This is an optimization exercise on Yosys and OpenROAD, whose aim is small area, a short achievable clock period and few clock cycles per item, not a production implementation.
Function was checked by simulation only, so behaviour that the tests miss may differ from the original.

## MD5_custom_SIMD_instruction
module MD5_custom_SIMD_instruction (clk, reset,
	in_v, rd, vrd1, vrd2,
		in_data, in_vdata1, in_vdata2,
	out_v, out_rd, out_vrd1, out_vrd2,
		out_data, out_vdata1, out_vdata2);
For scale: ~750 flip-flops, ~1100 I/O pins, ~0.040 sq mm of cells after synthesis.
==> flow/config.mk <==
export PLATFORM = sky130hd
export DESIGN_NAME = MD5_custom_SIMD_instruction
export DESIGN_NICKNAME = MD5_custom_SIMD_instruction
export VERILOG_FILES = /design/flow/design.v
export SDC_FILE = /design/flow/constraint.sdc
export NUM_CORES = 8
export LEC_CHECK = 0
export ABC_AREA = 1
export CAP_MARGIN = 20
export CORE_AREA = 5 5 385 385
export DIE_AREA = 0 0 390 390
export SLEW_MARGIN = 20
export TNS_END_PERCENT = 0
==> flow/constraint.sdc <==
create_clock -name core_clock -period 12.0 [get_ports {clk}]
set_input_delay 2.4000 -clock core_clock [delete_from_list [all_inputs] [get_ports {clk}]]
set_output_delay 2.4000 -clock core_clock [all_outputs]
set_load 0.01 [all_outputs]
standard.sh (not shown) runs the stock make flow with config.mk's settings and CLKGATE_MAP_FILE= SYNTH_SCRIPT=/design/flow/synth_recipe.tcl, a recipe that flattens the netlist after the stock synthesis.
==> flow/flow/run.sh <==
#!/bin/bash
# ORFS layout (the standard.sh) with: the full-adder and half-adder cells kept out of
# synthesis and layout (the platform's don't-use list plus fa/ha), a tighter setup-repair
# target, free resizing, and minimum-size port buffers.
set -euo pipefail
DU="sky130_fd_sc_hd__probe_p_8 sky130_fd_sc_hd__probec_p_8 sky130_fd_sc_hd__lpflow_bleeder_1 sky130_fd_sc_hd__lpflow_clkbufkapwr_1 sky130_fd_sc_hd__lpflow_clkbufkapwr_16 sky130_fd_sc_hd__lpflow_clkbufkapwr_2 sky130_fd_sc_hd__lpflow_clkbufkapwr_4 sky130_fd_sc_hd__lpflow_clkbufkapwr_8 sky130_fd_sc_hd__lpflow_clkinvkapwr_1 sky130_fd_sc_hd__lpflow_clkinvkapwr_16 sky130_fd_sc_hd__lpflow_clkinvkapwr_2 sky130_fd_sc_hd__lpflow_clkinvkapwr_4 sky130_fd_sc_hd__lpflow_clkinvkapwr_8 sky130_fd_sc_hd__lpflow_decapkapwr_12 sky130_fd_sc_hd__lpflow_decapkapwr_3 sky130_fd_sc_hd__lpflow_decapkapwr_4 sky130_fd_sc_hd__lpflow_decapkapwr_6 sky130_fd_sc_hd__lpflow_decapkapwr_8 sky130_fd_sc_hd__lpflow_inputiso0n_1 sky130_fd_sc_hd__lpflow_inputiso0p_1 sky130_fd_sc_hd__lpflow_inputiso1n_1 sky130_fd_sc_hd__lpflow_inputiso1p_1 sky130_fd_sc_hd__lpflow_inputisolatch_1 sky130_fd_sc_hd__lpflow_isobufsrc_1 sky130_fd_sc_hd__lpflow_isobufsrc_16 sky130_fd_sc_hd__lpflow_isobufsrc_2 sky130_fd_sc_hd__lpflow_isobufsrc_4 sky130_fd_sc_hd__lpflow_isobufsrc_8 sky130_fd_sc_hd__lpflow_isobufsrckapwr_16 sky130_fd_sc_hd__lpflow_lsbuf_lh_hl_isowell_tap_1 sky130_fd_sc_hd__lpflow_lsbuf_lh_hl_isowell_tap_2 sky130_fd_sc_hd__lpflow_lsbuf_lh_hl_isowell_tap_4 sky130_fd_sc_hd__lpflow_lsbuf_lh_isowell_4 sky130_fd_sc_hd__lpflow_lsbuf_lh_isowell_tap_1 sky130_fd_sc_hd__lpflow_lsbuf_lh_isowell_tap_2 sky130_fd_sc_hd__lpflow_lsbuf_lh_isowell_tap_4 sky130_fd_sc_hd__fa_1 sky130_fd_sc_hd__fa_2 sky130_fd_sc_hd__fa_4 sky130_fd_sc_hd__ha_1 sky130_fd_sc_hd__ha_2 sky130_fd_sc_hd__ha_4"
bash standard.sh "DONT_USE_CELLS=$DU" SETUP_SLACK_MARGIN=8.5 MATCH_CELL_FOOTPRINT=0 "BUFFER_PORTS_ARGS=-buffer_cell sky130_fd_sc_hd__buf_1" finish > standard.log 2>&1
The baseline completed with no timing, DRC or antenna violations.
Testbench counts at the start, summed over its fixed seeds: cycles 105,600, hashes 1,600.
Rerun with:
--- a/flow/flow/run.sh
+++ b/flow/flow/run.sh
@@ -6,2 +6,2 @@
 DU="sky130_fd_sc_hd__probe_p_8 sky130_fd_sc_hd__probec_p_8 sky130_fd_sc_hd__lpflow_bleeder_1 sky130_fd_sc_hd__lpflow_clkbufkapwr_1 sky130_fd_sc_hd__lpflow_clkbufkapwr_16 sky130_fd_sc_hd__lpflow_clkbufkapwr_2 sky130_fd_sc_hd__lpflow_clkbufkapwr_4 sky130_fd_sc_hd__lpflow_clkbufkapwr_8 sky130_fd_sc_hd__lpflow_clkinvkapwr_1 sky130_fd_sc_hd__lpflow_clkinvkapwr_16 sky130_fd_sc_hd__lpflow_clkinvkapwr_2 sky130_fd_sc_hd__lpflow_clkinvkapwr_4 sky130_fd_sc_hd__lpflow_clkinvkapwr_8 sky130_fd_sc_hd__lpflow_decapkapwr_12 sky130_fd_sc_hd__lpflow_decapkapwr_3 sky130_fd_sc_hd__lpflow_decapkapwr_4 sky130_fd_sc_hd__lpflow_decapkapwr_6 sky130_fd_sc_hd__lpflow_decapkapwr_8 sky130_fd_sc_hd__lpflow_inputiso0n_1 sky130_fd_sc_hd__lpflow_inputiso0p_1 sky130_fd_sc_hd__lpflow_inputiso1n_1 sky130_fd_sc_hd__lpflow_inputiso1p_1 sky130_fd_sc_hd__lpflow_inputisolatch_1 sky130_fd_sc_hd__lpflow_isobufsrc_1 sky130_fd_sc_hd__lpflow_isobufsrc_16 sky130_fd_sc_hd__lpflow_isobufsrc_2 sky130_fd_sc_hd__lpflow_isobufsrc_4 sky130_fd_sc_hd__lpflow_isobufsrc_8 sky130_fd_sc_hd__lpflow_isobufsrckapwr_16 sky130_fd_sc_hd__lpflow_lsbuf_lh_hl_isowell_tap_1 sky130_fd_sc_hd__lpflow_lsbuf_lh_hl_isowell_tap_2 sky130_fd_sc_hd__lpflow_lsbuf_lh_hl_isowell_tap_4 sky130_fd_sc_hd__lpflow_lsbuf_lh_isowell_4 sky130_fd_sc_hd__lpflow_lsbuf_lh_isowell_tap_1 sky130_fd_sc_hd__lpflow_lsbuf_lh_isowell_tap_2 sky130_fd_sc_hd__lpflow_lsbuf_lh_isowell_tap_4 sky130_fd_sc_hd__fa_1 sky130_fd_sc_hd__fa_2 sky130_fd_sc_hd__fa_4 sky130_fd_sc_hd__ha_1 sky130_fd_sc_hd__ha_2 sky130_fd_sc_hd__ha_4"
-bash standard.sh "DONT_USE_CELLS=$DU" SETUP_SLACK_MARGIN=8.5 MATCH_CELL_FOOTPRINT=0 "BUFFER_PORTS_ARGS=-buffer_cell sky130_fd_sc_hd__buf_1" finish > standard.log 2>&1
+bash standard.sh "DONT_USE_CELLS=$DU" SETUP_SLACK_MARGIN=9 MATCH_CELL_FOOTPRINT=0 "BUFFER_PORTS_ARGS=-buffer_cell sky130_fd_sc_hd__buf_1" finish > standard.log 2>&1
What happened:
- worst setup slack got worse by 96 ps
- die area does not change
- design area came out lower by 0.73%

-- afterwards: timing with drivers on the ports --
No port has a modelled driver above. Below, the same layouts with a new extraction and two added sets of constraints. Step 1, drivers: a clkbuf_16 drives clk and a buf_2 each remaining input, both assumed. Step 2 times the ports against the registers' clock, not the clock port: input delays grow and output delays shrink by t, the midpoint of the rising clock arrivals with the driver on. Slacks: ideal ports / drivers / drivers and shift; pairs: ideal ports / drivers.
| run | shift t [ns] | setup WS [ns] | slew at the worst register clock pin (ns) |
|---|---|---|---|
| the first run | 0.776 | 7.795 / 7.795 / 7.795 | 0.07 / 0.07 |
| the second run | 0.779 | 7.699 / 7.699 / 7.699 | 0.07 / 0.07 |
After both steps every run listed still meets setup and hold.
